Context: an optimization exercise on an open-source flow, tuned for small area. The choices shown serve that exercise and are no tape-out recipe. Where RTL was checked, it was by simulation tests only, not by an equivalence proof against the original. No functional check of the RTL was part of run 1. No activity file was given, so power comes from the tool's default toggle rates.

==> flow/design.v, too long to show whole: its modules and the start of the top module <==
// module HandwashSensor: 745 lines
module HandwashSensor(
    input clk,
    input reset,
    input acceptLeftHandDistance,
    input [15:0] leftHandDistance,
    input acceptLeftHandGain,
    input [7:0] leftHandGain,
    input acceptRightHandDistance,
    input [15:0] rightHandDistance,
    input acceptRightHandGain,
    input [7:0] rightHandGain,
    output waterOn
);
  // ...
==> flow/run.sh <==
#!/bin/bash
# synth_recipe.tcl (not shown) runs the flow's synth.tcl, then flattens the netlist and writes it again
# the make line also repeats each setting of config.mk as NAME=value (left out here)
make -C /OpenROAD-flow-scripts/flow DESIGN_CONFIG=/design/flow/config.mk WORK_HOME=/design/flow/orfs CLKGATE_MAP_FILE= SYNTH_SCRIPT=/design/flow/synth_recipe.tcl finish
==> flow/config.mk <==
export PLATFORM = sky130hd
export DESIGN_NAME = HandwashSensor
export DESIGN_NICKNAME = HandwashSensor
export VERILOG_FILES = /design/flow/design.v
export SDC_FILE = /design/flow/constraint.sdc
export NUM_CORES = 4
export LEC_CHECK = 0
export CAP_MARGIN = 20
export CORE_MARGIN = 2
export CORE_UTILIZATION = 40
export SLEW_MARGIN = 20
==> flow/constraint.sdc <==
create_clock -name core_clock -period 7.0 [get_ports {clk}]
set_input_delay 1.4000 -clock core_clock [delete_from_list [all_inputs] [get_ports {clk}]]
set_output_delay 1.4000 -clock core_clock [all_outputs]
set_load 0.01 [all_outputs]
==> results by group, run 1 <==
Critical path
  – Reg2reg start: rightHandGainHeld[1]
  – Most used cell, CP: fa_1
  – Worst setup path end: waterOnReg
  – Setup Crit Path Kind: reg -> reg
  – Flop-to-flop setup slack: 0.31 ns

Outcome
  – Status: finished clean

Floorplan
  – DIE AREA: 21400 sq um
  – Tap Count: 270
  – DIE WIDTH: 146 um
  – Core box area: 20000 sq um
  – Die Height: 146 um

Synthesis
  – Seq/Total Area, Yosys: 0.121
  – Yosys reg bits: 49
  – Post-synthesis compound-gate area fraction: 0.0120
  – Number of flops mapped to enable cells by yosys: 0
  – Post-Synthesis Cells: 848
  – Syn Area/Cell: 9.57 sq um
  – Post-synthesis adder-cell area fraction: 0.512

Timing
  – Setup_tns: 0 ns
  – Slew margin rel.: 0.284
  – Fin. max-slew vios: 0
  – WHS: 0.510 ns

Detailed routing
  – Vias/cell: 4.82
  – Met1 Wirelength: 7.79 mm
  – Post-route DRC: 0

Power and ir drop
  – P_comb: 311 uW
  – P_seq: 324 uW
  – Sw Ratio: 0.361

Cells and area
  – Finished layout cell area: 9270 sq um

Worst hold path
  – Worst Hold End: leftHandDistanceHeld[0]
  – Hold Path Class: reg -> reg

Place
  – Placed cells: 1164
  – PortBufs: 54

Clocking
  – H-tree depth: 2
  – Cts bufs inserted: 5
  – Clk sink count: 49
  – Clk buf depth: 2
==> inputs of run 2 (changes only) <==
--- a/flow/design.v
+++ b/flow/design.v
@@ -297,46 +297,46 @@
 wire l_c139 = (l_pp_8_6 & l_pp_9_5) | ((l_pp_8_6 | l_pp_9_5) & l_c121);
 wire l_s140 = l_pp_8_6 ^ l_pp_9_5 ^ l_c121;
 wire l_c141 = (l_c123 & l_s136) | ((l_c123 | l_s136) & l_s138);
 wire l_s142 = l_c123 ^ l_s136 ^ l_s138;
 wire l_c143 = (l_c125 & l_c127) | ((l_c125 | l_c127) & l_s140);
 wire l_s144 = l_c125 ^ l_c127 ^ l_s140;
 wire l_c145 = (l_s142 & l_c129) | ((l_s142 | l_c129) & l_s144);
 wire l_s146 = l_s142 ^ l_c129 ^ l_s144;
-wire l_c147 = (l_c131 & l_s146) | ((l_c131 | l_s146) & l_c133);
-wire l_s148 = l_c131 ^ l_s146 ^ l_c133;
+wire l_c147 = l_c131 & l_s146;
+wire l_s148 = l_c131 ^ l_s146;
 wire l_c149 = (l_pp_10_5 & l_pp_11_4) | ((l_pp_10_5 | l_pp_11_4) & l_pp_12_3);
 wire l_s150 = l_pp_10_5 ^ l_pp_11_4 ^ l_pp_12_3;
 wire l_c151 = (l_pp_13_2 & l_pp_14_1) | ((l_pp_13_2 | l_pp_14_1) & l_pp_15_0);
 wire l_s152 = l_pp_13_2 ^ l_pp_14_1 ^ l_pp_15_0;
 wire l_c153 = (l_pp_8_7 & l_pp_9_6) | ((l_pp_8_7 | l_pp_9_6) & l_c135);
 wire l_s154 = l_pp_8_7 ^ l_pp_9_6 ^ l_c135;
 wire l_c155 = (l_c137 & l_s150) | ((l_c137 | l_s150) & l_s152);
 wire l_s156 = l_c137 ^ l_s150 ^ l_s152;
 wire l_c157 = (l_c139 & l_c141) | ((l_c139 | l_c141) & l_s154);
 wire l_s158 = l_c139 ^ l_c141 ^ l_s154;
 wire l_c159 = (l_s156 & l_c143) | ((l_s156 | l_c143) & l_s158);
 wire l_s160 = l_s156 ^ l_c143 ^ l_s158;
-wire l_c161 = l_c145 & l_s160;
-wire l_s162 = l_c145 ^ l_s160;
+wire l_c161 = (l_c145 & l_s160) | ((l_c145 | l_s160) & l_c147);
+wire l_s162 = l_c145 ^ l_s160 ^ l_c147;
 wire l_c163 = (l_pp_10_6 & l_pp_11_5) | ((l_pp_10_6 | l_pp_11_5) & l_pp_12_4);
 wire l_s164 = l_pp_10_6 ^ l_pp_11_5 ^ l_pp_12_4;
 wire l_c165 = (l_pp_13_3 & l_pp_14_2) | ((l_pp_13_3 | l_pp_14_2) & l_pp_15_1);
 wire l_s166 = l_pp_13_3 ^ l_pp_14_2 ^ l_pp_15_1;
 wire l_c167 = (l_pp_9_7 & l_c149) | ((l_pp_9_7 | l_c149) & l_c151);
 wire l_s168 = l_pp_9_7 ^ l_c149 ^ l_c151;
 wire l_c169 = (l_s164 & l_s166) | ((l_s164 | l_s166) & l_c153);
 wire l_s170 = l_s164 ^ l_s166 ^ l_c153;
 wire l_c171 = (l_c155 & l_s168) | ((l_c155 | l_s168) & l_c157);
 wire l_s172 = l_c155 ^ l_s168 ^ l_c157;
 wire l_c173 = (l_s170 & l_c159) | ((l_s170 | l_c159) & l_s172);
 wire l_s174 = l_s170 ^ l_c159 ^ l_s172;
-wire l_c175 = l_c161 & l_s174;
-wire l_s176 = l_c161 ^ l_s174;
+wire l_c175 = l_s174 & l_c161;
+wire l_s176 = l_s174 ^ l_c161;
 wire l_c177 = (l_pp_10_7 & l_pp_11_6) | ((l_pp_10_7 | l_pp_11_6) & l_pp_12_5);
 wire l_s178 = l_pp_10_7 ^ l_pp_11_6 ^ l_pp_12_5;
 wire l_c179 = (l_pp_13_4 & l_pp_14_3) | ((l_pp_13_4 | l_pp_14_3) & l_pp_15_2);
 wire l_s180 = l_pp_13_4 ^ l_pp_14_3 ^ l_pp_15_2;
 wire l_c181 = (l_c163 & l_c165) | ((l_c163 | l_c165) & l_s178);
 wire l_s182 = l_c163 ^ l_c165 ^ l_s178;
 wire l_c183 = (l_s180 & l_c167) | ((l_s180 | l_c167) & l_c169);
 wire l_s184 = l_s180 ^ l_c167 ^ l_c169;
@@ -368,24 +368,24 @@
 wire l_s210 = l_c199 ^ l_s208 ^ l_c201;
 wire l_c211 = (l_s210 & l_c203) | ((l_s210 | l_c203) & l_c205);
 wire l_s212 = l_s210 ^ l_c203 ^ l_c205;
 wire l_c213 = (l_pp_14_7 & l_pp_15_6) | ((l_pp_14_7 | l_pp_15_6) & l_c207);
 wire l_s214 = l_pp_14_7 ^ l_pp_15_6 ^ l_c207;
 wire l_c215 = (l_s214 & l_c209) | ((l_s214 | l_c209) & l_c211);
 wire l_s216 = l_s214 ^ l_c209 ^ l_c211;
 wire l_s217 = l_pp_15_7 ^ l_c213 ^ l_c215;
-wire [7:0] l_top = {l_s217, l_s216, l_s212, l_s206, l_s198, l_s188, l_s176, l_s162};
-wire [7:0] l_low = {l_s148, l_s134, l_s120, l_s106, l_s92, l_s78, l_s64, l_s50};
-wire l_cK = l_c147;
-wire l_topZero = l_cK ? (l_top == 8'd255) : (l_top == 8'd0);
-wire l_topLtQ = l_cK ? ((l_top < 8'd4) | (l_top == 8'd255)) : (l_top < 8'd5);
-wire l_topEqQ = l_cK ? (l_top == 8'd4) : (l_top == 8'd5);
-wire l_nonZero = ~(l_topZero & (l_low == 8'd0));
-wire l_belowThreshold = l_topLtQ | (l_topEqQ & (l_low < 8'd220));
+wire [8:0] l_top = {l_s217, l_s216, l_s212, l_s206, l_s198, l_s188, l_s176, l_s162, l_s148};
+wire [6:0] l_low = {l_s134, l_s120, l_s106, l_s92, l_s78, l_s64, l_s50};
+wire l_cK = l_c133;
+wire l_topZero = l_cK ? (l_top == 9'd511) : (l_top == 9'd0);
+wire l_topLtQ = l_cK ? ((l_top < 9'd10) | (l_top == 9'd511)) : (l_top < 9'd11);
+wire l_topEqQ = l_cK ? (l_top == 9'd10) : (l_top == 9'd11);
+wire l_nonZero = ~(l_topZero & (l_low == 7'd0));
+wire l_belowThreshold = l_topLtQ | (l_topEqQ & (l_low < 7'd92));
 wire r_pp_0_0 = rightHandDistanceHeld[0] & rightHandGainHeld[0];
 wire r_pp_0_1 = rightHandDistanceHeld[0] & rightHandGainHeld[1];
 wire r_pp_0_2 = rightHandDistanceHeld[0] & rightHandGainHeld[2];
 wire r_pp_0_3 = rightHandDistanceHeld[0] & rightHandGainHeld[3];
 wire r_pp_0_4 = rightHandDistanceHeld[0] & rightHandGainHeld[4];
 wire r_pp_0_5 = rightHandDistanceHeld[0] & rightHandGainHeld[5];
 wire r_pp_0_6 = rightHandDistanceHeld[0] & rightHandGainHeld[6];
 wire r_pp_0_7 = rightHandDistanceHeld[0] & rightHandGainHeld[7];
@@ -650,46 +650,46 @@
 wire r_c139 = (r_pp_8_6 & r_pp_9_5) | ((r_pp_8_6 | r_pp_9_5) & r_c121);
 wire r_s140 = r_pp_8_6 ^ r_pp_9_5 ^ r_c121;
 wire r_c141 = (r_c123 & r_s136) | ((r_c123 | r_s136) & r_s138);
 wire r_s142 = r_c123 ^ r_s136 ^ r_s138;
 wire r_c143 = (r_c125 & r_c127) | ((r_c125 | r_c127) & r_s140);
 wire r_s144 = r_c125 ^ r_c127 ^ r_s140;
 wire r_c145 = (r_s142 & r_c129) | ((r_s142 | r_c129) & r_s144);
 wire r_s146 = r_s142 ^ r_c129 ^ r_s144;
-wire r_c147 = (r_c131 & r_s146) | ((r_c131 | r_s146) & r_c133);
-wire r_s148 = r_c131 ^ r_s146 ^ r_c133;
+wire r_c147 = r_c131 & r_s146;
+wire r_s148 = r_c131 ^ r_s146;
 wire r_c149 = (r_pp_10_5 & r_pp_11_4) | ((r_pp_10_5 | r_pp_11_4) & r_pp_12_3);
 wire r_s150 = r_pp_10_5 ^ r_pp_11_4 ^ r_pp_12_3;
 wire r_c151 = (r_pp_13_2 & r_pp_14_1) | ((r_pp_13_2 | r_pp_14_1) & r_pp_15_0);
 wire r_s152 = r_pp_13_2 ^ r_pp_14_1 ^ r_pp_15_0;
 wire r_c153 = (r_pp_8_7 & r_pp_9_6) | ((r_pp_8_7 | r_pp_9_6) & r_c135);
 wire r_s154 = r_pp_8_7 ^ r_pp_9_6 ^ r_c135;
 wire r_c155 = (r_c137 & r_s150) | ((r_c137 | r_s150) & r_s152);
 wire r_s156 = r_c137 ^ r_s150 ^ r_s152;
 wire r_c157 = (r_c139 & r_c141) | ((r_c139 | r_c141) & r_s154);
 wire r_s158 = r_c139 ^ r_c141 ^ r_s154;
 wire r_c159 = (r_s156 & r_c143) | ((r_s156 | r_c143) & r_s158);
 wire r_s160 = r_s156 ^ r_c143 ^ r_s158;
-wire r_c161 = r_c145 & r_s160;
-wire r_s162 = r_c145 ^ r_s160;
+wire r_c161 = (r_c145 & r_s160) | ((r_c145 | r_s160) & r_c147);
+wire r_s162 = r_c145 ^ r_s160 ^ r_c147;
 wire r_c163 = (r_pp_10_6 & r_pp_11_5) | ((r_pp_10_6 | r_pp_11_5) & r_pp_12_4);
 wire r_s164 = r_pp_10_6 ^ r_pp_11_5 ^ r_pp_12_4;
 wire r_c165 = (r_pp_13_3 & r_pp_14_2) | ((r_pp_13_3 | r_pp_14_2) & r_pp_15_1);
 wire r_s166 = r_pp_13_3 ^ r_pp_14_2 ^ r_pp_15_1;
 wire r_c167 = (r_pp_9_7 & r_c149) | ((r_pp_9_7 | r_c149) & r_c151);
 wire r_s168 = r_pp_9_7 ^ r_c149 ^ r_c151;
 wire r_c169 = (r_s164 & r_s166) | ((r_s164 | r_s166) & r_c153);
 wire r_s170 = r_s164 ^ r_s166 ^ r_c153;
 wire r_c171 = (r_c155 & r_s168) | ((r_c155 | r_s168) & r_c157);
 wire r_s172 = r_c155 ^ r_s168 ^ r_c157;
 wire r_c173 = (r_s170 & r_c159) | ((r_s170 | r_c159) & r_s172);
 wire r_s174 = r_s170 ^ r_c159 ^ r_s172;
-wire r_c175 = r_c161 & r_s174;
-wire r_s176 = r_c161 ^ r_s174;
+wire r_c175 = r_s174 & r_c161;
+wire r_s176 = r_s174 ^ r_c161;
 wire r_c177 = (r_pp_10_7 & r_pp_11_6) | ((r_pp_10_7 | r_pp_11_6) & r_pp_12_5);
 wire r_s178 = r_pp_10_7 ^ r_pp_11_6 ^ r_pp_12_5;
 wire r_c179 = (r_pp_13_4 & r_pp_14_3) | ((r_pp_13_4 | r_pp_14_3) & r_pp_15_2);
 wire r_s180 = r_pp_13_4 ^ r_pp_14_3 ^ r_pp_15_2;
 wire r_c181 = (r_c163 & r_c165) | ((r_c163 | r_c165) & r_s178);
 wire r_s182 = r_c163 ^ r_c165 ^ r_s178;
 wire r_c183 = (r_s180 & r_c167) | ((r_s180 | r_c167) & r_c169);
 wire r_s184 = r_s180 ^ r_c167 ^ r_c169;
@@ -721,24 +721,24 @@
 wire r_s210 = r_c199 ^ r_s208 ^ r_c201;
 wire r_c211 = (r_s210 & r_c203) | ((r_s210 | r_c203) & r_c205);
 wire r_s212 = r_s210 ^ r_c203 ^ r_c205;
 wire r_c213 = (r_pp_14_7 & r_pp_15_6) | ((r_pp_14_7 | r_pp_15_6) & r_c207);
 wire r_s214 = r_pp_14_7 ^ r_pp_15_6 ^ r_c207;
 wire r_c215 = (r_s214 & r_c209) | ((r_s214 | r_c209) & r_c211);
 wire r_s216 = r_s214 ^ r_c209 ^ r_c211;
 wire r_s217 = r_pp_15_7 ^ r_c213 ^ r_c215;
-wire [7:0] r_top = {r_s217, r_s216, r_s212, r_s206, r_s198, r_s188, r_s176, r_s162};
-wire [7:0] r_low = {r_s148, r_s134, r_s120, r_s106, r_s92, r_s78, r_s64, r_s50};
-wire r_cK = r_c147;
-wire r_topZero = r_cK ? (r_top == 8'd255) : (r_top == 8'd0);
-wire r_topLtQ = r_cK ? ((r_top < 8'd4) | (r_top == 8'd255)) : (r_top < 8'd5);
-wire r_topEqQ = r_cK ? (r_top == 8'd4) : (r_top == 8'd5);
-wire r_nonZero = ~(r_topZero & (r_low == 8'd0));
-wire r_belowThreshold = r_topLtQ | (r_topEqQ & (r_low < 8'd220));
+wire [8:0] r_top = {r_s217, r_s216, r_s212, r_s206, r_s198, r_s188, r_s176, r_s162, r_s148};
+wire [6:0] r_low = {r_s134, r_s120, r_s106, r_s92, r_s78, r_s64, r_s50};
+wire r_cK = r_c133;
+wire r_topZero = r_cK ? (r_top == 9'd511) : (r_top == 9'd0);
+wire r_topLtQ = r_cK ? ((r_top < 9'd10) | (r_top == 9'd511)) : (r_top < 9'd11);
+wire r_topEqQ = r_cK ? (r_top == 9'd10) : (r_top == 9'd11);
+wire r_nonZero = ~(r_topZero & (r_low == 7'd0));
+wire r_belowThreshold = r_topLtQ | (r_topEqQ & (r_low < 7'd92));
 reg waterOnReg;
 always @(posedge clk) begin
     if (reset)
         waterOnReg <= 1'b0;
     else
         waterOnReg <= l_nonZero & r_nonZero & (l_belowThreshold | r_belowThreshold);
 end
 assign waterOn = waterOnReg;
==> run 2 against run 1 <==
Effect of this change:
- still clean
- worst setup slack better by 0.13 ns
- count of clock-buffer cells in the layout did not move
- cell count decreased by 1.9%
- critical path depth decreased by 6
- first-iteration DRC count down 1.8%
- register-to-register slack improved by 0.13 ns
- largest cell class unchanged
- largest power group unchanged
==> results by group, run 2 <==
Outcome
  – Status: finished clean (unchanged)

Synthesis
  – Main synth FF type: dfxtp_1 (unchanged)
  – Leading cell types by count after synthesis: fa_1 (204), nand2_1 (156), inv_1 (137), and2_1 (98), nor2_1 (53) (was fa_1 (204), inv_1 (150), nand2_1 (144), and2_1 (112), nor2_1 (52))
  – Synth cell types: 36 (was 35)
  – Synth warn: 1 (unchanged)
  – Syn_nets: 1109 (was 1112)
  – Ys async rst share: 0 (unchanged)
  – Area leader, netlist: fa_1 (unchanged)
  – Most frequent cell after synthesis: fa_1 (unchanged)
  – Number of flops mapped to enable cells by yosys: 0 (unchanged)
  – Yosys reg bits: 49 (unchanged)
  – Synth area leaders: fa_1 (51%), dfxtp_1 (12%), and2_1 (7.6%) (was fa_1 (50%), dfxtp_1 (12%), and2_1 (8.6%))
  – Top cell type's share of synthesized area: 0.507 (was 0.503)
  – Seq/Total Area, Yosys: 0.122 (was 0.121)
  – Syn Area/Cell: 9.53 sq um (was 9.57 sq um)
  – Post-Synthesis Cells: 845 (was 848)
  – Syn Std Cell Area: 8050 sq um (was 8120 sq um)

Power and ir drop
  – Max VDD drop: 0.0814 mV (was 0.0817 mV)
  – Power density over the cells: 97.9 nW/um^2 (was 97.6 nW/um^2)
  – Overall Power: 888 uW (was 905 uW)
  – Leak Pwr: 0.00367 uW (was 0.00384 uW)

Critical path
  – Flop-to-flop setup slack: 0.44 ns (was 0.31 ns)
  – Most used cell, CP: fa_1 (unchanged)
  – Top delay family on crit path: adder cells (unchanged)
  – Setup Crit Path Kind: reg -> reg (unchanged)
  – Sum of buffers and inverters on the critical path: 4 (was 7)
  – CP cell instances: nand2_1 > fa_1 > fa_1 > fa_1 > fa_1 > inv_1 > fa_1 > ha_1 > fa_1 > inv_1 > fa_1 > fa_1 > inv_1 > fa_1 > inv_1 > fa_1 > xor2_1 > xnor2_1 > and3_1 > or4_1 > o211a_1
  – Startpoint types: flip-flop (unchanged)
  – CP required: 7.21 ns (was 7.23 ns)
  – Setup crit end kind: flip-flop (unchanged)
  – CP Max Fanout: 9 (was 4)
  – CP max stage delay: 0.54 ns (was 0.62 ns)
  – Slowest CP cell: fa_1 (was or4b_2)
  – CP arrival: 6.76 ns (was 6.92 ns)

GRT
  – Largest net degree at the start of global routing: 51 (unchanged)
  – Global-route wire length before repair: 32.4 mm (was 31.6 mm)
  – Initial antenna violation count: 0 (unchanged)
  – GRT overflow: 0 (unchanged)
  – Vias in the first global route: 6528 (was 6364)
  – All-Layer GR Usage: 0.191 (was 0.184)

Cells and area
  – Share of cells above drive strength 1: 0.0441 (was 0.0776)
  – Commonest non-fill, non-tap cell in the layout: fa_1 (unchanged)
  – ANT cells: 0 (unchanged)
  – Multi-input logic area: 6380 sq um (was 6430 sq um)
  – Most frequent cells in the layout: fa_1 (204), nand2_1 (156), inv_1 (137) (was fa_1 (199), inv_1 (150), nand2_1 (144))
  – Fill cells: 1942 (was 1971)
  – Area Growth Syn to Fin: 12.7% (was 14.3%)
  – Seq. cell area: 983 sq um (was 998 sq um)
  – Layout net count: 1150 (was 1165)
  – Top Registers: leftHandDistanceHeld (16), rightHandDistanceHeld (16) (unchanged)

Floorplan
  – DIE AREA: 21300 sq um (was 21400 sq um)
  – Die Height: 146 um (about the same)
  – DIE WIDTH: 146 um (about the same)
  – Initial core utilization: 0.411 (was 0.405)
  – # IOs: 55 (unchanged)
  – Core box area: 19600 sq um (was 20000 sq um)
  – Rows: 51 (was 52)

Clocking
  – Cts bufs inserted: 5 (unchanged)
  – H-tree depth: 2 (unchanged)
  – Worst-Skew Late Latency: 0.31 ns (about the same)
  – CTS tree: yes (unchanged)
  – Clk buf depth: 2 (unchanged)
  – Clk sink count: 49 (unchanged)
  – Root Buffer: clkbuf_16 (unchanged)
  – Reg clk slew, reported paths: 0.07 ns (was 0.08 ns)
  – Post-CTS Setup Inserts: 0 (unchanged)
  – Cts repair resizes: 0 (was 3)
  – # hold bufs at CTS: 0 (unchanged)

Worst hold path
  – Hold Path Class: reg -> reg (unchanged)

Place
  – Placer Congestion: 0.829 (was 0.809)
  – PortBufs: 54 (unchanged)
  – Post-DP HPWL: 15.0 mm (was 14.9 mm)

Timing
  – Slew margin rel.: 0.302 (was 0.284)
  – Skew final: 0.00801 ns (was 0.00497 ns)
  – Fin. max-slew vios: 0 (unchanged)
  – RSZ-0062 raised after global routing: no (unchanged)
  – Setup_tns: 0 ns (unchanged)
  – Tmin final: 6.56 ns (was 6.69 ns)
  – Max Freq: 153 MHz (was 150 MHz)
  – Final Hold Vio Count: 0 (unchanged)
  – Worst slew pin tran: 1.04 ns (was 1.07 ns)
  – # setup viols final: 0 (unchanged)
  – Final Cycle Share: 0.937 (was 0.955)

Detailed routing
  – Routed wire length: 18.4 mm (was 18.1 mm)
  – Vias/cell: 4.89 (was 4.82)
  – DR vias: 5618 (was 5652)
  – First drt pass iteration count: 4 (was 6)
  – Post-route DRC: 0 (unchanged)
  – DRT iter0 DRCs: 219 (was 223)
  – Detail Route Antenna Nets: 0 (unchanged)
  – Wire length per cell after detailed routing: 16.0 um (was 15.5 um)

Run
  – Maxcap violations: 0 (unchanged)
[run 2: final cells by class]
type,count,area share
multi-input cells,612,0.703
repair buffers,81,0.0808
inverters,137,0.0567
clock buffers,5,0.0138
well taps,265,0.0366
flip-flops and latches,49,0.108
clock inverters,1,0.000552
[run 2: cell families after synthesis]
family	count (synthesis)	synth area share
AO/OA/AOI/OAI	14	0.0129
flip-flops	49	0.122
buffers and inverters	184	0.0864
adder cells (fa/ha/maj)	210	0.517
XOR/XNOR	5	0.00544
multiplexers	48	0.0597
AND/OR/NAND/NOR	335	0.197
[run 2: final timing paths]
| path | cells after the start | startpoint | to |
|---|---|---|---|
| worst max-delay path | 21 | leftHandDistanceHeld[12] | waterOnReg |
| worst min register to register | 2 | leftHandDistanceHeld[5] | leftHandDistanceHeld[5] |
| worst min-delay path | 2 | leftHandDistanceHeld[5] | leftHandDistanceHeld[5] |
| worst max register to register | 21 | leftHandDistanceHeld[12] | waterOnReg |
[run 2: report_power, final]
| part | internal, uW | total, uW | switching (uW) | leakage [uW] |
|---|---|---|---|---|
| Combinational | 145 | 300 | 155 | 0.00319 |
| Sequential | 298 | 339 | 41.2 | 0.000406 |
| Clock | 129 | 249 | 120 | 0.0000655 |
| Total | 571 | 888 | 317 | 0.00367 |
[run 2: stage by stage]
step	util	instance area (sq um)	setup slack, ns	hold slack [ns]	cells
2_1_floorplan	-	8050	0.464	0.528	845
3_3_place_gp	0.456	8940	0.470	0.506	1144
3_5_place_dp	0.456	8940	0.337	0.541	1144
4_1_cts	0.463	9070	0.338	0.551	1150
5_1_grt	0.463	9070	0.0589	0.566	1150
6_report	0.463	9070	0.444	0.542	1150
[run 2: layer usage]
layer | share of wire | vias to the layer above | global-route usage
met1 | 0.44 | 2917 | 0.249
met3 | 0.041 | 31 | 0.0310
li1 | - | 2561 | -
met4 | 0.022 | 0 | 0.0480
met2 | 0.49 | 109 | 0.333
met5 | 0 | - | 0
[run 2: worst reg2reg max path, stage by stage, from the launching register on]
cell and delay, ns:
dfxtp_1 0.51, nand2_1 0.13, fa_1 0.47, fa_1 0.51
fa_1 0.46, fa_1 0.54, inv_1 0.05, fa_1 0.53
ha_1 0.17, fa_1 0.17, inv_1 0.05, fa_1 0.44
fa_1 0.42, inv_1 0.08, fa_1 0.17, inv_1 0.05
fa_1 0.43, xor2_1 0.16, xnor2_1 0.17, and3_1 0.18
or4_1 0.51, o211a_1 0.23

[separate check: timing with driven ports]
Ports are ideal in the flow. The routed layouts listed here were re-timed in OpenROAD.
Step 1 sets driving cells, clkbuf_16 on the clock port and buf_2 on the other inputs (assumed; they add their load-dependent delay and slew).
Step 2 adds t to the input delays and takes it off the output delays; t is the mean of the earliest and latest rising clock arrival at the registers after step 1. Input paths then give back, and output paths get back, about the clock's delay inside the block.
a / b / c = ideal / step 1 / step 2; a / b = the first two.
run | t, ns | setup WS [ns] | worst hold slack (ns)
run 1 | 0.342 | 0.315 / 0.315 / 0.315 | 0.510 / 0.510 / 0.510
run 2 | 0.343 | 0.444 / 0.444 / 0.444 | 0.542 / 0.542 / 0.542
After both steps every run listed still meets setup and hold.
